Context: an optimization exercise on an open-source flow, tuned for small area. The choices shown serve that exercise and are no tape-out recipe.
In this exercise RTL edits were held to simulation tests only and were not proved equivalent to the original.
Power is estimated from default activity; no workload was simulated.

[flow/run.sh]
#!/bin/bash
# synth_recipe.tcl (not shown) runs the flow's synth.tcl, then flattens the netlist and writes it again
# the make line also repeats each setting of config.mk as NAME=value (left out here)
make -C /OpenROAD-flow-scripts/flow DESIGN_CONFIG=/design/flow/config.mk WORK_HOME=/design/flow/orfs CLKGATE_MAP_FILE= SYNTH_SCRIPT=/design/flow/synth_recipe.tcl finish
[flow/design.v]
`timescale 1ns / 1ps
module decoder(
input check,
input rst,       
input en,        
input long_key,  
input short_key,  
input send,  
input back_space, 
input reset, 
output reg[14:0] Y_led,  
output reg error_out_of_length,  
output reg error_character,    
output reg [3:0]cnt_character, 
output reg error_decode,          
output reg [39:0] characters_code, 
output reg [23:0] cnt_character_code 
);
reg [5:0] cnt_code;
reg [2:0] codes_length; 
reg [5:0] index; 
reg decode_complete;
reg [15:0] y_pad;   
reg[3:0] reg_long_key;
reg[3:0] reg_short_key;
reg[3:0] reg_back_space;
reg[3:0] reg_send;
reg[3:0] reg_reset;
always@(posedge check)
if(rst)
begin
    Y_led = 0;
    error_out_of_length = 0;
    error_character = 0;
    cnt_character = 0;
    error_decode = 0;
    characters_code = 0;
    cnt_character_code = 0;
    cnt_code = 0;
    codes_length = 0;
    index = 0;
    decode_complete = 0;
    y_pad = 0;
    reg_long_key = 0;
    reg_short_key = 0;
    reg_back_space = 0;
    reg_send = 0;
    reg_reset = 0;
end
else if(en)
begin  
    if(error_decode)
        error_decode = 0;
    if(long_key) 
    begin
        if(reg_long_key[3] != 1)
        reg_long_key = reg_long_key + 1;   
    end
    if(short_key)
    begin
        if(reg_short_key[3] != 1)
        reg_short_key = reg_short_key + 1;
    end
    if(back_space)
    begin
        if(reg_back_space[3] != 1)
        reg_back_space = reg_back_space + 1;
    end
    if(send)
    begin
        if(reg_send[3] != 1)
        reg_send = reg_send + 1;
    end
    if(reset)
    begin
        if(reg_reset[3] != 1)
        reg_reset = reg_reset + 1;
    end
    if(reg_long_key[3])
    begin
        if(cnt_code <= 13)
        begin
            Y_led[cnt_code] = 1;                       
            Y_led[cnt_code + 1] = 1;
            cnt_code = cnt_code + 3;
            if(cnt_code > 14)
            begin
                cnt_code = 15;
            end            
        end
        else
        cnt_code = 15;
        reg_long_key = 0;
        reg_short_key = 0;
        reg_back_space = 0;
        reg_send = 0;
    end
    else if(reg_short_key[3])
    begin
        if(cnt_code <= 14)
        begin
            Y_led[cnt_code] = 1;    
            cnt_code = cnt_code + 2;
            if(cnt_code > 14)
            cnt_code = 15;
        end
        reg_long_key = 0;
        reg_short_key = 0;
        reg_back_space = 0;
        reg_send = 0;
        reg_reset = 0;
    end
    else if(reg_back_space[3])
    begin             
        if(cnt_code == 15)
        begin
            error_out_of_length = 0;
            if(Y_led[14] && Y_led[13]) 
            begin
                Y_led[14] = 0;
                Y_led[13] = 0;
                cnt_code = 13;
            end
            else if(Y_led[14] && ~Y_led[13])  
            begin
                Y_led[14] = 0;
                cnt_code = 14;
            end
            else if(~Y_led[14] && Y_led[13] && Y_led[12]) 
            begin
                Y_led[13] = 0;
                Y_led[12] = 0;
                cnt_code = 12;
            end
            else if(~Y_led[14] && Y_led[13] && ~Y_led[12]) 
            begin
                Y_led[13] = 0;
                cnt_code = 13;
            end
            else if(~Y_led[14] && ~Y_led[13] && Y_led[12] && ~Y_led[11]) 
            begin
                Y_led[12] = 0;
                cnt_code = 12;
            end
            else if(~Y_led[14] && ~Y_led[13] && Y_led[12] && Y_led[11]) 
            begin
                Y_led[12] = 0;
                Y_led[11] = 0;
                cnt_code = 11;
            end
        end
        else if(cnt_code > 2)
        begin   
            cnt_code = cnt_code - 2; 
            Y_led[cnt_code] = 0;                  
            if(Y_led[cnt_code - 1] == 1)
            begin
                Y_led[cnt_code - 1] = 0;
                cnt_code = cnt_code - 1;
            end
        end
        else
        begin
        Y_led = 0;
        cnt_code = 0;
        end
        reg_long_key = 0;
        reg_short_key = 0;
        reg_back_space = 0;
        reg_send = 0;  
        reg_reset = 0;          
    end
    else if(reg_send[3])
    begin
        codes_length = 0;
        index = 0;
        decode_complete = 1;
        y_pad = {1'b0, Y_led};
        if(cnt_character <= 7)                              
        begin                        
            repeat(6) 
            begin
            if(index <= 14)
            begin
                if(y_pad[index] && y_pad[index + 1])  
                begin
                    if(codes_length < 5)  
                    begin
                        codes_length = codes_length + 1;
                        characters_code[5 * (cnt_character + 1) - codes_length] = 1;  
                    end
                    else
                    decode_complete = 0;
                    index = index + 3; 
                end
                else if(y_pad[index] && ~y_pad[index+1])  
                begin
                    if(codes_length < 5)  
                    begin
                        codes_length = codes_length + 1;
                        characters_code[5 * (cnt_character + 1) - codes_length] = 0;   
                    end
                    else
                    decode_complete = 0;
                    index = index + 2;
                end
                else   
                    index = index + 1;
            end
            end
            case(codes_length)
                4:
                begin
                    case({characters_code[5 * (cnt_character + 1) - 1], characters_code[5 * (cnt_character + 1) - 2], characters_code[5 * (cnt_character + 1) - 3], characters_code[5 * (cnt_character + 1) - 4]})
                        4'b0011: 
                        begin
                        codes_length = 0;
                        decode_complete = 0;
                        end
                        4'b0101: 
                        begin
                        codes_length = 0;
                        decode_complete = 0;
                        end
                        4'b1110: 
                        begin
                        codes_length = 0;
                        decode_complete = 0;
                        end
                        4'b1111:
                        begin
                        codes_length = 0;
                        decode_complete = 0; 
                        end
                        default: codes_length = codes_length;
                    endcase
                end
                5:               
                begin
                    case({characters_code[5 * (cnt_character + 1) - 1], characters_code[5 * (cnt_character + 1) - 2], characters_code[5 * (cnt_character + 1) - 3], characters_code[5 * (cnt_character + 1) - 4], characters_code[5 * (cnt_character + 1) - 5]}) 
                        5'b01111: codes_length = codes_length;
                        5'b00111: codes_length = codes_length;
                        5'b00011: codes_length = codes_length;
                        5'b00001: codes_length = codes_length;
                        5'b00000: codes_length = codes_length;
                        5'b10000: codes_length = codes_length;
                        5'b11000: codes_length = codes_length;
                        5'b11100: codes_length = codes_length;
                        5'b11110: codes_length = codes_length;
                        5'b11111: codes_length = codes_length;
                        default:
                        begin
                            codes_length = 0; 
                            decode_complete = 0;
                        end
                    endcase
                end
                default: 
                begin
                codes_length = codes_length;
                end
            endcase
            if(decode_complete && codes_length != 0)
            begin
                cnt_character = cnt_character + 1;
                error_decode = 0;
            end
            else   
            begin
                codes_length = 0;
                error_decode = 1; 
            end
            case(codes_length)
                1: begin cnt_character_code[3 * cnt_character - 3] = 1'b0; cnt_character_code[3 * cnt_character - 2] = 1'b0; cnt_character_code[3 * cnt_character - 1] = 1'b1; end
                2: begin cnt_character_code[3 * cnt_character - 3] = 1'b0; cnt_character_code[3 * cnt_character - 2] = 1'b1; cnt_character_code[3 * cnt_character - 1] = 1'b0; end
                3: begin cnt_character_code[3 * cnt_character - 3] = 1'b0; cnt_character_code[3 * cnt_character - 2] = 1'b1; cnt_character_code[3 * cnt_character - 1] = 1'b1; end
                4: begin cnt_character_code[3 * cnt_character - 3] = 1'b1; cnt_character_code[3 * cnt_character - 2] = 1'b0; cnt_character_code[3 * cnt_character - 1] = 1'b0; end
                5: begin cnt_character_code[3 * cnt_character - 3] = 1'b1; cnt_character_code[3 * cnt_character - 2] = 1'b0; cnt_character_code[3 * cnt_character - 1] = 1'b1; end 
                default: 
                begin
                characters_code[5 * (cnt_character + 1) - 1] = 1'b0; characters_code[5 * (cnt_character + 1) - 2] = 1'b0;
                characters_code[5 * (cnt_character + 1) - 3] = 1'b0; characters_code[5 * (cnt_character + 1) - 4] = 1'b0; characters_code[5 * (cnt_character + 1) - 5] = 1'b0;
                end
            endcase            
            index = 0;
            codes_length = 0;
            if(cnt_character == 8)
            error_character = 1; 
        end
        else
        error_character = 1;
        Y_led = 0;
        cnt_code = 0;
        error_out_of_length = 0;
        reg_long_key = 0;
        reg_short_key = 0;
        reg_back_space = 0;
        reg_send = 0;
        reg_reset = 0;
    end
    else if(reg_reset[3])
    begin
        cnt_code = 0;
        Y_led = 0;
        error_out_of_length = 0;
        error_character = 0;
        characters_code = 0;
        cnt_character_code = 0;
        cnt_character = 0;
        reg_long_key = 0;
        reg_short_key = 0;
        reg_back_space = 0;
        reg_send = 0;
        reg_reset = 0;
    end
    else
        Y_led = Y_led; 
    if(cnt_code >= 15)
    begin
    cnt_code = 15;
    error_out_of_length = 1;
    end   
end
endmodule
`timescale 1ns / 1ps
module seg_tube(
    input switch,   
    input mode_selection,    
    input clk,  
    input rst,  
    output [7:0] DIG,  
    input [39:0] characters_code,
    input [23:0] cnt_character_code,
    input [3:0] cnt_characters,
    input [63:0] store,
    output [7:0] Y   
  );  
    wire [4:0] character_1;   wire [2:0] length_1;
    wire [4:0] character_2;   wire [2:0] length_2;
    wire [4:0] character_3;   wire [2:0] length_3;
    wire [4:0] character_4;   wire [2:0] length_4;
    wire [4:0] character_5;   wire [2:0] length_5;
    wire [4:0] character_6;   wire [2:0] length_6;
    wire [4:0] character_7;   wire [2:0] length_7;
    wire [4:0] character_8;   wire [2:0] length_8;
    assign character_1 = {characters_code[4],characters_code[3],characters_code[2],characters_code[1],characters_code[0]};
    assign character_2 = {characters_code[9],characters_code[8],characters_code[7],characters_code[6],characters_code[5]};
    assign character_3 = {characters_code[14],characters_code[13],characters_code[12],characters_code[11],characters_code[10]};
    assign character_4 = {characters_code[19],characters_code[18],characters_code[17],characters_code[16],characters_code[15]};
    assign character_5 = {characters_code[24],characters_code[23],characters_code[22],characters_code[21],characters_code[20]};
    assign character_6 = {characters_code[29],characters_code[28],characters_code[27],characters_code[26],characters_code[25]};
    assign character_7 = {characters_code[34],characters_code[33],characters_code[32],characters_code[31],characters_code[30]};
    assign character_8 = {characters_code[39],characters_code[38],characters_code[37],characters_code[36],characters_code[35]};
    assign length_1 = {cnt_character_code[0],cnt_character_code[1],cnt_character_code[2]};
    assign length_2 = {cnt_character_code[3],cnt_character_code[4],cnt_character_code[5]};
    assign length_3 = {cnt_character_code[6],cnt_character_code[7],cnt_character_code[8]};
    assign length_4 = {cnt_character_code[9],cnt_character_code[10],cnt_character_code[11]};
    assign length_5 = {cnt_character_code[12],cnt_character_code[13],cnt_character_code[14]};
    assign length_6 = {cnt_character_code[15],cnt_character_code[16],cnt_character_code[17]};
    assign length_7 = {cnt_character_code[18],cnt_character_code[19],cnt_character_code[20]};
    assign length_8 = {cnt_character_code[21],cnt_character_code[22],cnt_character_code[23]};
    reg [31:0] mode_cnt;
    reg [2:0] scan_cnt;
    parameter period = 200000;  
    reg [6:0] Y_r;
    reg [7:0] DIG_r;
    reg [4:0] mode;
    assign Y = {1'b1,(~Y_r[6:0])};  
    assign DIG = ~DIG_r;
    always@(posedge clk)  
    if(rst)
    begin
            scan_cnt <= 0;
            mode_cnt <= 0;
            mode <= 0;
    end
    else
    begin
            scan_cnt <= scan_cnt + 1;
            if(scan_cnt == 7) scan_cnt <= 0;
            if(!mode_selection)
            begin
                if(mode_cnt == (1200 >> 1) - 1)   
                begin
                    if(mode == 23)
                    begin
                        mode <= 0;
                    end
                    else
                    mode <= mode + 1;
                    mode_cnt <= 0;
                end
                else
                mode_cnt <= mode_cnt + 1;
          end
            else
            begin
                mode_cnt <= 0;
                mode <= 0;
            end
    end 
    always@(*)   
    begin
    case(switch)
    0:
    begin
        case (scan_cnt)
            0: DIG_r = 8'b1000_0000;
            1: DIG_r = 8'b0100_0000;
            2: DIG_r = 8'b0010_0000;
            3: DIG_r = 8'b0001_0000;
            4: DIG_r = 8'b0000_1000;
            5: DIG_r = 8'b0000_0100; 
            6: DIG_r = 8'b0000_0010;
            7: DIG_r = 8'b0000_0001;
            default:DIG_r = 8'b0000_0000;
        endcase
    end
    1:
    begin
       case(scan_cnt) 
            0: DIG_r = 8'b0000_0001;
            1: DIG_r = 8'b0000_0010;
            2: DIG_r = 8'b0000_0100;
            3: DIG_r = 8'b0000_1000;
            4: DIG_r = 8'b0001_0000;
            5: DIG_r = 8'b0010_0000;
            6: DIG_r = 8'b0100_0000;
            7: DIG_r = 8'b1000_0000;
            default:DIG_r = 8'b0000_0000;
        endcase   
    end
    endcase
    end
    always@(*)   
    begin
        case(switch)
        0:   
        begin
          case(mode_selection)
            0:   
            begin
                case(mode)
                        0:    
                        begin
                            case(scan_cnt)
                                0: Y_r = 7'b1101_101;  
                                1: Y_r = 7'b0111_110;  
                                2: Y_r = 7'b1101_101;  
                                3: Y_r = 7'b0000_111;  
                                4: Y_r = 7'b1111_001;  
                                5: Y_r = 7'b0111_001;  
                                6: Y_r = 7'b1110_110;  
                                7: Y_r = 7'b0000_000;
                            endcase
                        end
                        1:    
                        begin
                            case(scan_cnt)
                                0: Y_r = 7'b1101_101;  
                                1: Y_r = 7'b0111_110;  
                                2: Y_r = 7'b1101_101;  
                                3: Y_r = 7'b0000_111;  
                                4: Y_r = 7'b1111_001;  
                                5: Y_r = 7'b0111_001;  
                                6: Y_r = 7'b1110_110;  
                                7: Y_r = 7'b0000_000;
                            endcase
                        end            
                        2:    
                        begin
                            case(scan_cnt)
                                0: Y_r = 7'b0111_001;  
                                1: Y_r = 7'b1101_101;  
                                2: Y_r = 7'b1011_011;  
                                3: Y_r = 7'b0111_111;  
                                4: Y_r = 7'b0100_111;  
                                5: Y_r = 7'b0000_000;
                                6: Y_r = 7'b0000_000;
                                7: Y_r = 7'b0000_000;
                            endcase
                        end 
                        3:    
                        begin
                            case(scan_cnt)
                                0: Y_r = 7'b0111_001;  
                                1: Y_r = 7'b1101_101;  
                                2: Y_r = 7'b1011_011;  
                                3: Y_r = 7'b0111_111;  
                                4: Y_r = 7'b0100_111;  
                                5: Y_r = 7'b0000_000;
                                6: Y_r = 7'b0000_000;
                                7: Y_r = 7'b0000_000;
                            endcase
                        end           
                        4:   
                        begin
                            case(scan_cnt)
                            0: Y_r = 7'b0000_110;  
                            1: Y_r = 7'b1011_011;  
                            2: Y_r = 7'b0111_111;  
                            3: Y_r = 7'b0000_110;  
                            4: Y_r = 7'b1011_011;  
                            5: Y_r = 7'b1101_111;  
                            6: Y_r = 7'b0111_111;  
                            7: Y_r = 7'b1011_011;  
                        endcase            
                        end
                        5:   
                        begin
                            case(scan_cnt)
                            0: Y_r = 7'b0000_110;  
                            1: Y_r = 7'b1011_011;  
                            2: Y_r = 7'b0111_111;  
                            3: Y_r = 7'b0000_110;  
                            4: Y_r = 7'b1011_011;  
                            5: Y_r = 7'b1101_111;  
                            6: Y_r = 7'b0111_111;  
                            7: Y_r = 7'b1011_011;  
                        endcase            
                        end            
                        6:   
                        begin
                            case(scan_cnt)
                            0: Y_r = 7'b0000_110;  
                            1: Y_r = 7'b1011_011;  
                            2: Y_r = 7'b0111_111;  
                            3: Y_r = 7'b0000_110;  
                            4: Y_r = 7'b1011_011;  
                            5: Y_r = 7'b0100_111;  
                            6: Y_r = 7'b0000_110;  
                            7: Y_r = 7'b1101_111;  
                        endcase            
                        end
                        7:   
                        begin
                            case(scan_cnt)
                            0: Y_r = 7'b0000_110;  
                            1: Y_r = 7'b1011_011;  
                            2: Y_r = 7'b0111_111;  
                            3: Y_r = 7'b0000_110;  
                            4: Y_r = 7'b1011_011;  
                            5: Y_r = 7'b0100_111;  
                            6: Y_r = 7'b0000_110;  
                            7: Y_r = 7'b1101_111;  
                        endcase            
                        end            
                        8:   
                        begin
                           case(scan_cnt)
                           0: Y_r = 7'b0000_110;  
                           1: Y_r = 7'b1011_011;  
                           2: Y_r = 7'b0111_111;  
                           3: Y_r = 7'b0000_110;  
                           4: Y_r = 7'b0111_111;  
                           5: Y_r = 7'b1001_111;  
                           6: Y_r = 7'b1001_111;  
                           7: Y_r = 7'b1111_101;  
                        endcase  
                        end
                        9:   
                        begin
                           case(scan_cnt)
                           0: Y_r = 7'b0000_110;  
                           1: Y_r = 7'b1011_011;  
                           2: Y_r = 7'b0111_111;  
                           3: Y_r = 7'b0000_110;  
                           4: Y_r = 7'b0111_111;  
                           5: Y_r = 7'b1001_111;  
                           6: Y_r = 7'b1001_111;  
                           7: Y_r = 7'b1111_101;  
                        endcase  
                        end            
                        10:
                        begin
                            case(scan_cnt)
                                7: Y_r = 7'b1110_110;  
                                default: Y_r = 7'b0000_000;
                            endcase
                        end
                        11:
                        begin
                            case(scan_cnt)
                                6: Y_r = 7'b1110_110;  
                                7: Y_r = 7'b1111_001;  
                                default: Y_r = 7'b0000_000;
                            endcase
                        end
                        12:
                        begin
                            case(scan_cnt)
                                5: Y_r = 7'b1110_110;  
                                6: Y_r = 7'b1111_001;  
                                7: Y_r = 7'b0111_000;  
                                default: Y_r = 7'b0000_000;
                            endcase
                        end
                        13:
                        begin
                            case(scan_cnt)
                                4: Y_r = 7'b1110_110;  
                                5: Y_r = 7'b1111_001;  
                                6: Y_r = 7'b0111_000;  
                                7: Y_r = 7'b0111_000;  
                                default: Y_r = 7'b0000_000;
                            endcase
                        end        
                        14:
                        begin
                            case(scan_cnt)
                                3: Y_r = 7'b1110_110;  
                                4: Y_r = 7'b1111_001;  
                                5: Y_r = 7'b0111_000;  
                                6: Y_r = 7'b0111_000;  
                                7: Y_r = 7'b0111_111;  
                                default: Y_r = 7'b0000_000;
                            endcase
                        end  
                        15:
                        begin
                           case(scan_cnt) 
                            2: Y_r = 7'b1110_110;  
                            3: Y_r = 7'b1111_001;  
                            4: Y_r = 7'b0111_000;  
                            5: Y_r = 7'b0111_000;  
                            6: Y_r = 7'b0111_111;  
                            default: Y_r = 7'b0000_000;
                        endcase                
                        end
                        16:
                        begin
                           case(scan_cnt) 
                            1: Y_r = 7'b1110_110;  
                            2: Y_r = 7'b1111_001;  
                            3: Y_r = 7'b0111_000;  
                            4: Y_r = 7'b0111_000;  
                            5: Y_r = 7'b0111_111;  
                            default: Y_r = 7'b0000_000;
                        endcase
                        end                                                         
                        17:   
                        begin
                           case(scan_cnt)
                           0: Y_r = 7'b1110_110;  
                           1: Y_r = 7'b1111_001;  
                           2: Y_r = 7'b0111_000;  
                           3: Y_r = 7'b0111_000;  
                           4: Y_r = 7'b0111_111;  
                           default: Y_r = 7'b0000_000;
                        endcase  
                        end
                        18:  
                        begin
                           case(scan_cnt)
                           0: Y_r = 7'b1111_001;  
                           1: Y_r = 7'b0111_000;  
                           2: Y_r = 7'b0111_000;  
                           3: Y_r = 7'b0111_111;  
                           default: Y_r = 7'b0000_000;
                        endcase  
                        end 
                        19:
                        begin
                            case(scan_cnt)
                            0: Y_r = 7'b0111_000;  
                            1: Y_r = 7'b0111_000;  
                            2: Y_r = 7'b0111_111;  
                            default: Y_r = 7'b0000_000;
                        endcase
                        end
                        20:
                         begin
                            case(scan_cnt)
                            0: Y_r = 7'b0111_000;  
                            1: Y_r = 7'b0111_111;  
                            default: Y_r = 7'b0000_000;
                        endcase   
                        end
                        21:
                         begin
                            case(scan_cnt)
                            0: Y_r = 7'b0111_111;  
                            default: Y_r = 7'b0000_000;
                        endcase   
                        end
                        default: Y_r = 7'b0000_000;                             
                  endcase
            end
            1:   
            begin
                if(scan_cnt + 1 > cnt_characters)
                begin
                    Y_r = 7'b0000_000;  
                end
                else
                begin
                    case(scan_cnt)
                       0: 
                       begin
                       case(length_1)
                            3'b001: 
                            begin
                                casex(character_1)
                                    5'b0xxxx: Y_r = 7'b1111_001;  
                                    5'b1xxxx: Y_r = 7'b1111_000;  
                                endcase
                            end
                            3'b010: 
                            begin
                                casex(character_1)
                                    5'b00xxx: Y_r = 7'b0001_111;  
                                    5'b01xxx: Y_r = 7'b1110_111;  
                                    5'b10xxx: Y_r = 7'b1010_100;  
                                    5'b11xxx: Y_r = 7'b0110_111;  
                                endcase
                            end
                            3'b011: 
                            begin
                                casex(character_1)
                                    5'b000xx: Y_r = 7'b1001_001;   
                                    5'b001xx: Y_r = 7'b0111_110;   
                                    5'b010xx: Y_r = 7'b0110_001;   
                                    5'b011xx: Y_r = 7'b1111_110;   
                                    5'b100xx: Y_r = 7'b1011_110;   
                                    5'b101xx: Y_r = 7'b1110_101;   
                                    5'b110xx: Y_r = 7'b0111_101;   
                                    5'b111xx: Y_r = 7'b1011_100;   
                                endcase
                            end
                            3'b100: 
                            begin
                                casex(character_1)
                                    5'b0000x: Y_r = 7'b1110_110;  
                                    5'b0001x: Y_r = 7'b0011_100;  
                                    5'b0010x: Y_r = 7'b1110_001;  
                                    5'b0100x: Y_r = 7'b0111_000;  
                                    5'b0110x: Y_r = 7'b1110_011;  
                                    5'b0111x: Y_r = 7'b0001_110;  
                                    5'b1000x: Y_r = 7'b1111_100;  
                                    5'b1001x: Y_r = 7'b1100_100;  
                                    5'b1010x: Y_r = 7'b0111_001;  
                                    5'b1011x: Y_r = 7'b1101_110;  
                                    5'b1100x: Y_r = 7'b1011_010;  
                                    5'b1101x: Y_r = 7'b1100_111;  
                                    default:  Y_r = 7'b0000_000; 
                                endcase
                            end
                            3'b101:
                            begin
                                casex(character_1)      
                                    5'b01111: Y_r = 7'b0000_110;  
                                    5'b00111: Y_r = 7'b1011_011;  
                                    5'b00011: Y_r = 7'b1001_111;  
                                    5'b00001: Y_r = 7'b1100_110;  
                                    5'b00000: Y_r = 7'b1101_101;  
                                    5'b10000: Y_r = 7'b1111_101;  
                                    5'b11000: Y_r = 7'b0100_111;  
                                    5'b11100: Y_r = 7'b1111_111;  
                                    5'b11110: Y_r = 7'b1101_111;  
                                    5'b11111: Y_r = 7'b0111_111;  
                                    default:  Y_r = 7'b0000_000; 
                                endcase
                            end
                            default: Y_r = 7'b0000_000;
                       endcase
                       end
                       1: 
                       begin
                          case(length_2)
                               3'b001: 
                               begin
                                   casex(character_2)
                                       5'b0xxxx: Y_r = 7'b1111_001;  
                                       5'b1xxxx: Y_r = 7'b1111_000;  
                                   endcase
                               end
                               3'b010: 
                               begin
                                   casex(character_2)
                                       5'b00xxx: Y_r = 7'b0001_111;  
                                       5'b01xxx: Y_r = 7'b1110_111;  
                                       5'b10xxx: Y_r = 7'b1010_100;  
                                       5'b11xxx: Y_r = 7'b0110_111;  
                                   endcase
                               end
                               3'b011: 
                               begin
                                   casex(character_2)
                                       5'b000xx: Y_r = 7'b1001_001;   
                                       5'b001xx: Y_r = 7'b0111_110;   
                                       5'b010xx: Y_r = 7'b0110_001;   
                                       5'b011xx: Y_r = 7'b1111_110;   
                                       5'b100xx: Y_r = 7'b1011_110;   
                                       5'b101xx: Y_r = 7'b1110_101;   
                                       5'b110xx: Y_r = 7'b0111_101;   
                                       5'b111xx: Y_r = 7'b1011_100;   
                                   endcase
                               end
                               3'b100: 
                               begin
                                   casex(character_2)
                                       5'b0000x: Y_r = 7'b1110_110;  
                                       5'b0001x: Y_r = 7'b0011_100;  
                                       5'b0010x: Y_r = 7'b1110_001;  
                                       5'b0100x: Y_r = 7'b0111_000;  
                                       5'b0110x: Y_r = 7'b1110_011;  
                                       5'b0111x: Y_r = 7'b0001_110;  
                                       5'b1000x: Y_r = 7'b1111_100;  
                                       5'b1001x: Y_r = 7'b1100_100;  
                                       5'b1010x: Y_r = 7'b0111_001;  
                                       5'b1011x: Y_r = 7'b1101_110;  
                                       5'b1100x: Y_r = 7'b1011_010;  
                                       5'b1101x: Y_r = 7'b1100_111;  
                                       default:  Y_r = 7'b0000_000; 
                                   endcase
                               end
                               3'b101:
                               begin
                                   casex(character_2)      
                                       5'b01111: Y_r = 7'b0000_110;  
                                       5'b00111: Y_r = 7'b1011_011;  
                                       5'b00011: Y_r = 7'b1001_111;  
                                       5'b00001: Y_r = 7'b1100_110;  
                                       5'b00000: Y_r = 7'b1101_101;  
                                       5'b10000: Y_r = 7'b1111_101;  
                                       5'b11000: Y_r = 7'b0100_111;  
                                       5'b11100: Y_r = 7'b1111_111;  
                                       5'b11110: Y_r = 7'b1101_111;  
                                       5'b11111: Y_r = 7'b0111_111;  
                                       default:  Y_r = 7'b0000_000; 
                                   endcase
                               end
                               default: Y_r = 7'b0000_000;
                          endcase
                        end
                       2: 
                       begin
                          case(length_3)
                               3'b001: 
                               begin
                                   casex(character_3)
                                        5'b0xxxx: Y_r = 7'b1111_001;  
                                        5'b1xxxx: Y_r = 7'b1111_000;  
                                   endcase
                               end
                               3'b010: 
                               begin
                                   casex(character_3)
                                       5'b00xxx: Y_r = 7'b0001_111;  
                                       5'b01xxx: Y_r = 7'b1110_111;  
                                       5'b10xxx: Y_r = 7'b1010_100;  
                                       5'b11xxx: Y_r = 7'b0110_111;  
                                   endcase
                               end
                               3'b011: 
                               begin
                                   casex(character_3)
                                       5'b000xx: Y_r = 7'b1001_001;   
                                       5'b001xx: Y_r = 7'b0111_110;   
                                       5'b010xx: Y_r = 7'b0110_001;   
                                       5'b011xx: Y_r = 7'b1111_110;   
                                       5'b100xx: Y_r = 7'b1011_110;   
                                       5'b101xx: Y_r = 7'b1110_101;   
                                       5'b110xx: Y_r = 7'b0111_101;   
                                       5'b111xx: Y_r = 7'b1011_100;   
                                   endcase
                               end
                               3'b100: 
                               begin
                                   casex(character_3)
                                       5'b0000x: Y_r = 7'b1110_110;  
                                       5'b0001x: Y_r = 7'b0011_100;  
                                       5'b0010x: Y_r = 7'b1110_001;  
                                       5'b0100x: Y_r = 7'b0111_000;  
                                       5'b0110x: Y_r = 7'b1110_011;  
                                       5'b0111x: Y_r = 7'b0001_110;  
                                       5'b1000x: Y_r = 7'b1111_100;  
                                       5'b1001x: Y_r = 7'b1100_100;  
                                       5'b1010x: Y_r = 7'b0111_001;  
                                       5'b1011x: Y_r = 7'b1101_110;  
                                       5'b1100x: Y_r = 7'b1011_010;  
                                       5'b1101x: Y_r = 7'b1100_111;  
                                       default:  Y_r = 7'b0000_000; 
                                   endcase
                               end
                               3'b101:
                               begin
                                   casex(character_3)      
                                       5'b01111: Y_r = 7'b0000_110;  
                                       5'b00111: Y_r = 7'b1011_011;  
                                       5'b00011: Y_r = 7'b1001_111;  
                                       5'b00001: Y_r = 7'b1100_110;  
                                       5'b00000: Y_r = 7'b1101_101;  
                                       5'b10000: Y_r = 7'b1111_101;  
                                       5'b11000: Y_r = 7'b0100_111;  
                                       5'b11100: Y_r = 7'b1111_111;  
                                       5'b11110: Y_r = 7'b1101_111;  
                                       5'b11111: Y_r = 7'b0111_111;  
                                       default:  Y_r = 7'b0000_000; 
                                   endcase
                               end
                               default: Y_r = 7'b0000_000;
                          endcase
                       end                
                       3: 
                       begin
                          case(length_4)
                               3'b001: 
                               begin
                                   casex(character_4)
                                        5'b0xxxx: Y_r = 7'b1111_001;  
                                        5'b1xxxx: Y_r = 7'b1111_000;  
                                   endcase
                               end
                               3'b010: 
                               begin
                                   casex(character_4)
                                       5'b00xxx: Y_r = 7'b0001_111;  
                                       5'b01xxx: Y_r = 7'b1110_111;  
                                       5'b10xxx: Y_r = 7'b1010_100;  
                                       5'b11xxx: Y_r = 7'b0110_111;  
                                   endcase
                               end
                               3'b011: 
                               begin
                                   casex(character_4)
                                       5'b000xx: Y_r = 7'b1001_001;   
                                       5'b001xx: Y_r = 7'b0111_110;   
                                       5'b010xx: Y_r = 7'b0110_001;   
                                       5'b011xx: Y_r = 7'b1111_110;   
                                       5'b100xx: Y_r = 7'b1011_110;   
                                       5'b101xx: Y_r = 7'b1110_101;   
                                       5'b110xx: Y_r = 7'b0111_101;   
                                       5'b111xx: Y_r = 7'b1011_100;   
                                   endcase
                               end
                               3'b100: 
                               begin
                                   casex(character_4)
                                       5'b0000x: Y_r = 7'b1110_110;  
                                       5'b0001x: Y_r = 7'b0011_100;  
                                       5'b0010x: Y_r = 7'b1110_001;  
                                       5'b0100x: Y_r = 7'b0111_000;  
                                       5'b0110x: Y_r = 7'b1110_011;  
                                       5'b0111x: Y_r = 7'b0001_110;  
                                       5'b1000x: Y_r = 7'b1111_100;  
                                       5'b1001x: Y_r = 7'b1100_100;  
                                       5'b1010x: Y_r = 7'b0111_001;  
                                       5'b1011x: Y_r = 7'b1101_110;  
                                       5'b1100x: Y_r = 7'b1011_010;  
                                       5'b1101x: Y_r = 7'b1100_111;  
                                       default:  Y_r = 7'b0000_000; 
                                   endcase
                               end
                               3'b101:
                               begin
                                   casex(character_4)      
                                       5'b01111: Y_r = 7'b0000_110;  
                                       5'b00111: Y_r = 7'b1011_011;  
                                       5'b00011: Y_r = 7'b1001_111;  
                                       5'b00001: Y_r = 7'b1100_110;  
                                       5'b00000: Y_r = 7'b1101_101;  
                                       5'b10000: Y_r = 7'b1111_101;  
                                       5'b11000: Y_r = 7'b0100_111;  
                                       5'b11100: Y_r = 7'b1111_111;  
                                       5'b11110: Y_r = 7'b1101_111;  
                                       5'b11111: Y_r = 7'b0111_111;  
                                       default:  Y_r = 7'b0000_000; 
                                   endcase
                               end
                               default: Y_r = 7'b0000_000;
                          endcase
                       end               
                       4: 
                       begin
                          case(length_5)
                               3'b001: 
                               begin
                                   casex(character_5)
                                        5'b0xxxx: Y_r = 7'b1111_001;  
                                        5'b1xxxx: Y_r = 7'b1111_000;  
                                   endcase
                               end
                               3'b010: 
                               begin
                                   casex(character_5)
                                       5'b00xxx: Y_r = 7'b0001_111;  
                                       5'b01xxx: Y_r = 7'b1110_111;  
                                       5'b10xxx: Y_r = 7'b1010_100;  
                                       5'b11xxx: Y_r = 7'b0110_111;  
                                   endcase
                               end
                               3'b011: 
                               begin
                                   casex(character_5)
                                       5'b000xx: Y_r = 7'b1001_001;   
                                       5'b001xx: Y_r = 7'b0111_110;   
                                       5'b010xx: Y_r = 7'b0110_001;   
                                       5'b011xx: Y_r = 7'b1111_110;   
                                       5'b100xx: Y_r = 7'b1011_110;   
                                       5'b101xx: Y_r = 7'b1110_101;   
                                       5'b110xx: Y_r = 7'b0111_101;   
                                       5'b111xx: Y_r = 7'b1011_100;   
                                   endcase
                               end
                               3'b100: 
                               begin
                                   casex(character_5)
                                       5'b0000x: Y_r = 7'b1110_110;  
                                       5'b0001x: Y_r = 7'b0011_100;  
                                       5'b0010x: Y_r = 7'b1110_001;  
                                       5'b0100x: Y_r = 7'b0111_000;  
                                       5'b0110x: Y_r = 7'b1110_011;  
                                       5'b0111x: Y_r = 7'b0001_110;  
                                       5'b1000x: Y_r = 7'b1111_100;  
                                       5'b1001x: Y_r = 7'b1100_100;  
                                       5'b1010x: Y_r = 7'b0111_001;  
                                       5'b1011x: Y_r = 7'b1101_110;  
                                       5'b1100x: Y_r = 7'b1011_010;  
                                       5'b1101x: Y_r = 7'b1100_111;  
                                       default:  Y_r = 7'b0000_000; 
                                   endcase
                               end
                               3'b101:
                               begin
                                   casex(character_5)      
                                       5'b01111: Y_r = 7'b0000_110;  
                                       5'b00111: Y_r = 7'b1011_011;  
                                       5'b00011: Y_r = 7'b1001_111;  
                                       5'b00001: Y_r = 7'b1100_110;  
                                       5'b00000: Y_r = 7'b1101_101;  
                                       5'b10000: Y_r = 7'b1111_101;  
                                       5'b11000: Y_r = 7'b0100_111;  
                                       5'b11100: Y_r = 7'b1111_111;  
                                       5'b11110: Y_r = 7'b1101_111;  
                                       5'b11111: Y_r = 7'b0111_111;  
                                       default:  Y_r = 7'b0000_000; 
                                   endcase
                               end
                               default: Y_r = 7'b0000_000;
                          endcase
                       end               
                       5: 
                       begin
                          case(length_6)
                               3'b001: 
                               begin
                                   casex(character_6)
                                        5'b0xxxx: Y_r = 7'b1111_001;  
                                        5'b1xxxx: Y_r = 7'b1111_000;  
                                   endcase
                               end
                               3'b010: 
                               begin
                                   casex(character_6)
                                       5'b00xxx: Y_r = 7'b0001_111;  
                                       5'b01xxx: Y_r = 7'b1110_111;  
                                       5'b10xxx: Y_r = 7'b1010_100;  
                                       5'b11xxx: Y_r = 7'b0110_111;  
                                   endcase
                               end
                               3'b011: 
                               begin
                                   casex(character_6)
                                       5'b000xx: Y_r = 7'b1001_001;   
                                       5'b001xx: Y_r = 7'b0111_110;   
                                       5'b010xx: Y_r = 7'b0110_001;   
                                       5'b011xx: Y_r = 7'b1111_110;   
                                       5'b100xx: Y_r = 7'b1011_110;   
                                       5'b101xx: Y_r = 7'b1110_101;   
                                       5'b110xx: Y_r = 7'b0111_101;   
                                       5'b111xx: Y_r = 7'b1011_100;   
                                   endcase
                               end
                               3'b100: 
                               begin
                                   casex(character_6)
                                       5'b0000x: Y_r = 7'b1110_110;  
                                       5'b0001x: Y_r = 7'b0011_100;  
                                       5'b0010x: Y_r = 7'b1110_001;  
                                       5'b0100x: Y_r = 7'b0111_000;  
                                       5'b0110x: Y_r = 7'b1110_011;  
                                       5'b0111x: Y_r = 7'b0001_110;  
                                       5'b1000x: Y_r = 7'b1111_100;  
                                       5'b1001x: Y_r = 7'b1100_100;  
                                       5'b1010x: Y_r = 7'b0111_001;  
                                       5'b1011x: Y_r = 7'b1101_110;  
                                       5'b1100x: Y_r = 7'b1011_010;  
                                       5'b1101x: Y_r = 7'b1100_111;  
                                       default:  Y_r = 7'b0000_000; 
                                   endcase
                               end
                               3'b101:
                               begin
                                   casex(character_6)      
                                       5'b01111: Y_r = 7'b0000_110;  
                                       5'b00111: Y_r = 7'b1011_011;  
                                       5'b00011: Y_r = 7'b1001_111;  
                                       5'b00001: Y_r = 7'b1100_110;  
                                       5'b00000: Y_r = 7'b1101_101;  
                                       5'b10000: Y_r = 7'b1111_101;  
                                       5'b11000: Y_r = 7'b0100_111;  
                                       5'b11100: Y_r = 7'b1111_111;  
                                       5'b11110: Y_r = 7'b1101_111;  
                                       5'b11111: Y_r = 7'b0111_111;  
                                       default:  Y_r = 7'b0000_000; 
                                   endcase
                               end
                               default: Y_r = 7'b0000_000;
                          endcase
                       end 
                       6: 
                       begin
                          case(length_7)
                               3'b001: 
                               begin
                                   casex(character_7)
                                        5'b0xxxx: Y_r = 7'b1111_001;  
                                        5'b1xxxx: Y_r = 7'b1111_000;  
                                   endcase
                               end
                               3'b010: 
                               begin
                                   casex(character_7)
                                       5'b00xxx: Y_r = 7'b0001_111;  
                                       5'b01xxx: Y_r = 7'b1110_111;  
                                       5'b10xxx: Y_r = 7'b1010_100;  
                                       5'b11xxx: Y_r = 7'b0110_111;  
                                   endcase
                               end
                               3'b011: 
                               begin
                                   casex(character_7)
                                       5'b000xx: Y_r = 7'b1001_001;   
                                       5'b001xx: Y_r = 7'b0111_110;   
                                       5'b010xx: Y_r = 7'b0110_001;   
                                       5'b011xx: Y_r = 7'b1111_110;   
                                       5'b100xx: Y_r = 7'b1011_110;   
                                       5'b101xx: Y_r = 7'b1110_101;   
                                       5'b110xx: Y_r = 7'b0111_101;   
                                       5'b111xx: Y_r = 7'b1011_100;   
                                   endcase
                               end
                               3'b100: 
                               begin
                                   casex(character_7)
                                       5'b0000x: Y_r = 7'b1110_110;  
                                       5'b0001x: Y_r = 7'b0011_100;  
                                       5'b0010x: Y_r = 7'b1110_001;  
                                       5'b0100x: Y_r = 7'b0111_000;  
                                       5'b0110x: Y_r = 7'b1110_011;  
                                       5'b0111x: Y_r = 7'b0001_110;  
                                       5'b1000x: Y_r = 7'b1111_100;  
                                       5'b1001x: Y_r = 7'b1100_100;  
                                       5'b1010x: Y_r = 7'b0111_001;  
                                       5'b1011x: Y_r = 7'b1101_110;  
                                       5'b1100x: Y_r = 7'b1011_010;  
                                       5'b1101x: Y_r = 7'b1100_111;  
                                       default:  Y_r = 7'b0000_000; 
                                   endcase
                               end
                               3'b101:
                               begin
                                   casex(character_7)      
                                       5'b01111: Y_r = 7'b0000_110;  
                                       5'b00111: Y_r = 7'b1011_011;  
                                       5'b00011: Y_r = 7'b1001_111;  
                                       5'b00001: Y_r = 7'b1100_110;  
                                       5'b00000: Y_r = 7'b1101_101;  
                                       5'b10000: Y_r = 7'b1111_101;  
                                       5'b11000: Y_r = 7'b0100_111;  
                                       5'b11100: Y_r = 7'b1111_111;  
                                       5'b11110: Y_r = 7'b1101_111;  
                                       5'b11111: Y_r = 7'b0111_111;  
                                       default:  Y_r = 7'b0000_000; 
                                   endcase
                               end
                               default: Y_r = 7'b0000_000;
                          endcase
                       end
                       7: 
                       begin
                          case(length_8)
                               3'b001: 
                               begin
                                   casex(character_8)
                                        5'b0xxxx: Y_r = 7'b1111_001;  
                                        5'b1xxxx: Y_r = 7'b1111_000;  
                                   endcase
                               end
                               3'b010: 
                               begin
                                   casex(character_8)
                                       5'b00xxx: Y_r = 7'b0001_111;  
                                       5'b01xxx: Y_r = 7'b1110_111;  
                                       5'b10xxx: Y_r = 7'b1010_100;  
                                       5'b11xxx: Y_r = 7'b0110_111;  
                                   endcase
                               end
                               3'b011: 
                               begin
                                   casex(character_8)
                                       5'b000xx: Y_r = 7'b1001_001;   
                                       5'b001xx: Y_r = 7'b0111_110;   
                                       5'b010xx: Y_r = 7'b0110_001;   
                                       5'b011xx: Y_r = 7'b1111_110;   
                                       5'b100xx: Y_r = 7'b1011_110;   
                                       5'b101xx: Y_r = 7'b1110_101;   
                                       5'b110xx: Y_r = 7'b0111_101;   
                                       5'b111xx: Y_r = 7'b1011_100;   
                                   endcase
                               end
                               3'b100: 
                               begin
                                   casex(character_8)
                                       5'b0000x: Y_r = 7'b1110_110;  
                                       5'b0001x: Y_r = 7'b0011_100;  
                                       5'b0010x: Y_r = 7'b1110_001;  
                                       5'b0100x: Y_r = 7'b0111_000;  
                                       5'b0110x: Y_r = 7'b1110_011;  
                                       5'b0111x: Y_r = 7'b0001_110;  
                                       5'b1000x: Y_r = 7'b1111_100;  
                                       5'b1001x: Y_r = 7'b1100_100;  
                                       5'b1010x: Y_r = 7'b0111_001;  
                                       5'b1011x: Y_r = 7'b1101_110;  
                                       5'b1100x: Y_r = 7'b1011_010;  
                                       5'b1101x: Y_r = 7'b1100_111;  
                                       default:  Y_r = 7'b0000_000; 
                                   endcase
                               end
                               3'b101:
                               begin
                                   casex(character_8)      
                                       5'b01111: Y_r = 7'b0000_110;  
                                       5'b00111: Y_r = 7'b1011_011;  
                                       5'b00011: Y_r = 7'b1001_111;  
                                       5'b00001: Y_r = 7'b1100_110;  
                                       5'b00000: Y_r = 7'b1101_101;  
                                       5'b10000: Y_r = 7'b1111_101;  
                                       5'b11000: Y_r = 7'b0100_111;  
                                       5'b11100: Y_r = 7'b1111_111;  
                                       5'b11110: Y_r = 7'b1101_111;  
                                       5'b11111: Y_r = 7'b0111_111;  
                                       default:  Y_r = 7'b0000_000; 
                                   endcase
                               end
                               default: Y_r = 7'b0000_000;
                          endcase
                       end               
                       default: Y_r = 7'b0000_000;                             
                    endcase
                    end
                end 
            endcase 
          end  
        1:   
        begin
             case(DIG_r)
               8'b10000000:
                   begin
                   Y_r[0] = ~store[0];
                   Y_r[1] = ~store[1];
                   Y_r[2] = ~store[2];
                   Y_r[3] = ~store[3];
                   Y_r[4] = ~store[4];
                   Y_r[5] = ~store[5];
                   Y_r[6] = ~store[6];
                   end
               8'b01000000:
                   begin
                   Y_r[0] = ~store[8];
                   Y_r[1] = ~store[9];
                   Y_r[2] = ~store[10];
                   Y_r[3] = ~store[11];
                   Y_r[4] = ~store[12];
                   Y_r[5] = ~store[13];
                   Y_r[6] = ~store[14];
                   end
               8'b00100000:
                   begin
                   Y_r[0] = ~store[16];
                   Y_r[1] = ~store[17];
                   Y_r[2] = ~store[18];
                   Y_r[3] = ~store[19];
                   Y_r[4] = ~store[20];
                   Y_r[5] = ~store[21];
                   Y_r[6] = ~store[22];
                   end
               8'b00010000:
                   begin
                   Y_r[0] = ~store[24];
                   Y_r[1] = ~store[25];
                   Y_r[2] = ~store[26];
                   Y_r[3] = ~store[27];
                   Y_r[4] = ~store[28];
                   Y_r[5] = ~store[29];
                   Y_r[6] = ~store[30];
                   end
               8'b00001000:
                   begin
                   Y_r[0] = ~store[32];
                   Y_r[1] = ~store[33];
                   Y_r[2] = ~store[34];
                   Y_r[3] = ~store[35];
                   Y_r[4] = ~store[36];
                   Y_r[5] = ~store[37];
                   Y_r[6] = ~store[38];
                   end
               8'b00000100:
                   begin
                   Y_r[0] = ~store[40];
                   Y_r[1] = ~store[41];
                   Y_r[2] = ~store[42];
                   Y_r[3] = ~store[43];
                   Y_r[4] = ~store[44];
                   Y_r[5] = ~store[45];
                   Y_r[6] = ~store[46];
                   end
               8'b00000010:
                   begin
                   Y_r[0] = ~store[48];
                   Y_r[1] = ~store[49];
                   Y_r[2] = ~store[50];
                   Y_r[3] = ~store[51];
                   Y_r[4] = ~store[52];
                   Y_r[5] = ~store[53];
                   Y_r[6] = ~store[54];
                   end
               8'b00000001:
                   begin
                   Y_r[0] = ~store[56];
                   Y_r[1] = ~store[57];
                   Y_r[2] = ~store[58];
                   Y_r[3] = ~store[59];
                   Y_r[4] = ~store[60];
                   Y_r[5] = ~store[61];
                   Y_r[6] = ~store[62];
                   end
               default: Y_r = 7'b0000000;
           endcase
        end
        endcase
    end
endmodule
`timescale 1ns / 1ps
module morse_top(
    input clk,                  
    input rst,                  
    input enable,               
    input EN,                   
    input [63:0] store,         
    input long_key,             
    input short_key,            
    input send_decoder,         
    input back_space_decoder,   
    input reset,                
    output [14:0] Y_led,
    output error_out_of_length,
    output error_character,
    output error_decode,
    output [7:0] seg_bit_selection,
    output [7:0] seg_selection
);
wire [3:0] cnt_character;
wire [39:0] characters_code;
wire [23:0] cnt_character_code;
decoder u_decoder(
    clk,
    rst,
    enable,
    long_key,
    short_key,
    send_decoder,
    back_space_decoder,
    reset,
    Y_led,
    error_out_of_length,
    error_character,
    cnt_character,
    error_decode,
    characters_code,
    cnt_character_code
);
seg_tube u_seg_tube(
    EN,
    enable,
    clk,
    rst,
    seg_bit_selection,
    characters_code,
    cnt_character_code,
    cnt_character,
    store,
    seg_selection
);
endmodule
[flow/constraint.sdc]
create_clock -name core_clock -period 20.0 [get_ports {clk}]
set_input_delay 4.0000 -clock core_clock [delete_from_list [all_inputs] [get_ports {clk}]]
set_output_delay 4.0000 -clock core_clock [all_outputs]
set_load 0.01 [all_outputs]
[flow/config.mk]
export PLATFORM = sky130hd
export DESIGN_NAME = morse_top
export DESIGN_NICKNAME = morse_top
export VERILOG_FILES = /design/flow/design.v
export SDC_FILE = /design/flow/constraint.sdc
export NUM_CORES = 4
export LEC_CHECK = 0
export CAP_MARGIN = 20
export CORE_MARGIN = 2
export CORE_UTILIZATION = 40
export SLEW_MARGIN = 20
==> run_results.csv <==
group,metric,value,unit
clock_tree,clk_pin_slew,0.07,ns
run,maxCapViolations,0,
timing,fin_hold_ws,0.446,ns
critical_path,arrival,19.48,ns
critical_path,reg2reg_from,"u_decoder.Y_led[1]",
logic_synthesis,synthCells,5885,
drt,viasPerCell,6.69,
logic_synthesis,synthFlopType,"dfxtp_1",
critical_path,endpoint_kind,"flip-flop",
clock_tree,cts_max_level,1,
critical_path,cp_num_buf_inv,15,
floorplanning,die-height,320,um
floorplanning,initial_utilization,40.5,%
critical_path,crit_slowest_cell,"o31ai_2",
logic_synthesis,async_flop_share,0,%
critical_path,cp.required,20.44,ns
timing,slew_headroom,23.7,%
clock_tree,cts_inserted_buffers,31,
logic_synthesis,ys_types,135,
drt,firstDrtPassIters,9,
cells_and_area,syn_to_final_growth,10.4,%
cells_and_area,multi_input_area,0.0330,mm^2
global_route,overflow,0,
drt,finalWirelength,185,mm
worst_hold_path,hold_start,"u_seg_tube.mode_cnt[0]",
cells_and_area,final_common_cell,"nor2_1",
global_route,antenna_found_initial,3,
clock_tree,cts_tree,"yes",
logic_synthesis,synth_top_area_share,12.1,%
floorplanning,die_width,320,um
worst_hold_path,hold_path_depth,1,
global_route,grt_pass1_vias,43500,
logic_synthesis,ys_ff_latch,241,
logic_synthesis,syn-num-nets,6228,
drt,initialDrtViolationCount,6490,
worst_hold_path,hold_class,"reg -> reg",
critical_path,critPathTopFamily,"simple AND/OR/NAND/NOR gates",
drt,postRouteAntennaNets,0,
timing,final_hold_viol_count,0,
place,portBuffers,97,
critical_path,rrSetupSlack,0.96,ns
drt,vias,47900,
critical_path,crit_path_frequent_cell,"buf_4",
critical_path,crit_type,"reg -> reg",
timing,fmax,52.5,MHz
place,gp_congestion,1.07,
timing,maxSlewViolCount,0,
global_route,grt.total_usage,34.4,%
logic_synthesis,synth-edff-count,0,
cells_and_area,layout_common_cells,"684 x nor2_1, 631 x nand2_1, 401 x a21oi_1, 304 x o21ai_0, 260 x ha_1",
power_and_ir_drop,p_per_area,28.7,mW/mm^2
timing,tightest_slew,1.14,ns
logic_synthesis,syn_area,0.0399,mm^2
timing,setup_viol,0,
floorplanning,die_area,0.102,mm^2
global_route,grt_max_degree,54,
clock_tree,clockRootBuffer,"clkbuf_16",
power_and_ir_drop,power_leakage,15.6,nW
logic_synthesis,yosysTopAreaCell,"dfxtp_1",
logic_synthesis,ys_seq_area_share,12.1,%
clock_tree,clockBufferDepth,3,
clock_tree,cts_hold_buf,0,
timing,period_share,95.2,%
timing,post-route-min-period,19.04,ns
clock_tree,cts_num_sinks,241,
logic_synthesis,syn_area_per_cell,6.79,um^2
critical_path,r2r_cells,77,
drt,drc_errors,0,
outcome,status,"no timing/DRC/antenna violations",
cells_and_area,register_area,0.00484,mm^2
critical_path,slowest_delay,0.62,ns
drt,wl_per_cell,25.9,um
timing,setup_tns,0,ns
worst_hold_path,holdPathEnd,"u_seg_tube.mode_cnt[0]",
global_route,grt_pass1_wl,275,mm
floorplanning,core.rowCount,115,
timing,clock_skew,0.0607,ns
cells_and_area,nNetsFinal,6186,
logic_synthesis,synth_area_leaders,"dfxtp_1 12%, ha_1 8.2%, nor2_1 6.5%",
logic_synthesis,synth_warnings,2,
cells_and_area,drive_above_1_share,9.03,%
floorplanning,io_pins,107,
power_and_ir_drop,ir_worst_vdd,0.0729,mV
floorplanning,core_area,0.0987,mm^2
clock_tree,clk_latency,0.66,ns
cells_and_area,nFillCells,10300,
critical_path,path_max_fanout,27,
place,hpwl,143,mm
critical_path,cp-start-kind,"flip-flop",
synth_stat cells, types with 27 or more instances:
| master | number |
|---|---|
| a31oi_1 | 113 |
| o21ai_0 | 305 |
| inv_1 | 217 |
| and3_1 | 53 |
| buf_1 | 33 |
| and2_1 | 53 |
| o211ai_1 | 92 |
| nor4_1 | 79 |
| xnor2_1 | 154 |
| a21o_1 | 31 |
| nor2b_1 | 59 |
| nand3_1 | 245 |
| nor3_1 | 226 |
| o21ai_1 | 29 |
| a211oi_1 | 69 |
| o22ai_1 | 55 |
| nor2_1 | 690 |
| a21oi_1 | 402 |
| dfxtp_1 | 241 |
| a221oi_1 | 40 |
| nand2_1 | 634 |
| mux2i_1 | 154 |
| a311oi_1 | 27 |
| mux2_2 | 57 |
| o2111ai_1 | 27 |
| nand4_1 | 99 |
| a22oi_1 | 76 |
| o221ai_1 | 53 |
| xor2_1 | 77 |
| ha_1 | 262 |
| o31a_1 | 30 |
| buf_2 | 34 |
| o311ai_0 | 29 |
| a211o_1 | 29 |
| or3_1 | 80 |
| o31ai_1 | 84 |
| nand2b_1 | 75 |
| clkbuf_1 | 303 |
repair_timing:
item                                   in CTS  in global routing
buffers inserted                            0                  9
setup endpoints to repair                   0                104
endpoints found under the hold margin       0                  0
resized for setup                           0                 50
report_power, final:
group / internal [mW] / switching [mW] / total (mW)
Clock: 0.391 / 0.259 / 0.650
Sequential: 0.490 / 0.00690 / 0.497
Combinational: 0.0461 / 0.0715 / 0.118
Total: 0.927 / 0.338 / 1.27
stage by stage:
| stage | total power [mW] | setup slack, ns | instance area, um^2 | std cells | util, % |
|---|---|---|---|---|---|
| final | 1.27 | 0.959 | 44100 | 7156 | 44.7 |
| after CTS | 1.27 | 0.166 | 43700 | 7144 | 44.3 |
| after floorplan | 0.571 | 1.45 | 39900 | 5885 | - |
| after global placement | 0.623 | 0.380 | 42600 | 7086 | 43.1 |
| after global routing | 1.30 | -0.0261 | 44100 | 7155 | 44.7 |
| after detailed placement | 0.623 | 0.289 | 42600 | 7086 | 43.1 |
layer usage:
metal  track usage (%)  share of wire [%]  vias to the layer above
met4              14.7                4.9                        0
met5                 0                  0                        -
met1              47.7                 43                    22700
li1                  -                  -                    22000
met2              51.0                 41                     2698
met3              7.23                 11                      494
worst max path at each step:
stage,start,to,slack [ns],cells past startpoint
after floorplan,u_decoder.Y_led[0],flip-flop,1.45,78
after global placement,u_decoder.Y_led[0],flip-flop,0.38,75
after detailed placement,u_decoder.Y_led[0],flip-flop,0.29,72
after CTS,u_decoder.Y_led[0],flip-flop,0.17,72
after global routing,u_decoder.Y_led[1],flip-flop,-0.03,76
final,u_decoder.Y_led[1],flip-flop,0.96,77
final cells by class:
type                       instances  share of cell area, %
sequential                       241                   11.0
clock inverter                    22                  0.792
clock buffer                      36                   1.87
antenna                            1                0.00568
tap                             1287                   3.65
timing repair buffer             312                   5.91
multi-input combinational       5025                   74.8
inverter                         232                   1.98
kinds of logic (layout without fill, tap and decap cells):
family          Yosys count  in the layout  synth area share, %
buf+inv                 619            602                 6.13
flops                   241            241                 12.1
xor+xnor                234            234                 5.23
mux                     231            231                 6.50
simple gates           2486           2486                 30.2
other cells               1              2              0.00939
compound gates         1803           1803                 31.2
fa+ha+maj               270            270                 8.61

## separate check: timing with driven ports
Ports are ideal in the flow. The routed layout listed here was re-timed in OpenROAD. Step 1: set_driving_cell puts a clkbuf_16 on clk and a buf_2 on each other input, an assumption about the parent block. Step 2 moves the port delays by t, midway between the first and last clock arrival at a register: inputs arrive t later, outputs are due t later. That takes back most of the time a late clock gives input paths. a / b / c = ideal ports / drivers / drivers and shift; a / b = the first two.
shift t [ns]: 0.702
slack for setup (ns): 0.959 / 0.959 / 0.959
slew at the worst register clock pin (ns): 0.07 / 0.07
cell pins on the clock port's net: 1
After both steps this run still meets setup and hold. The setup slack of this run moves by 0.000 ns with the drivers and by 0.000 ns with both steps.
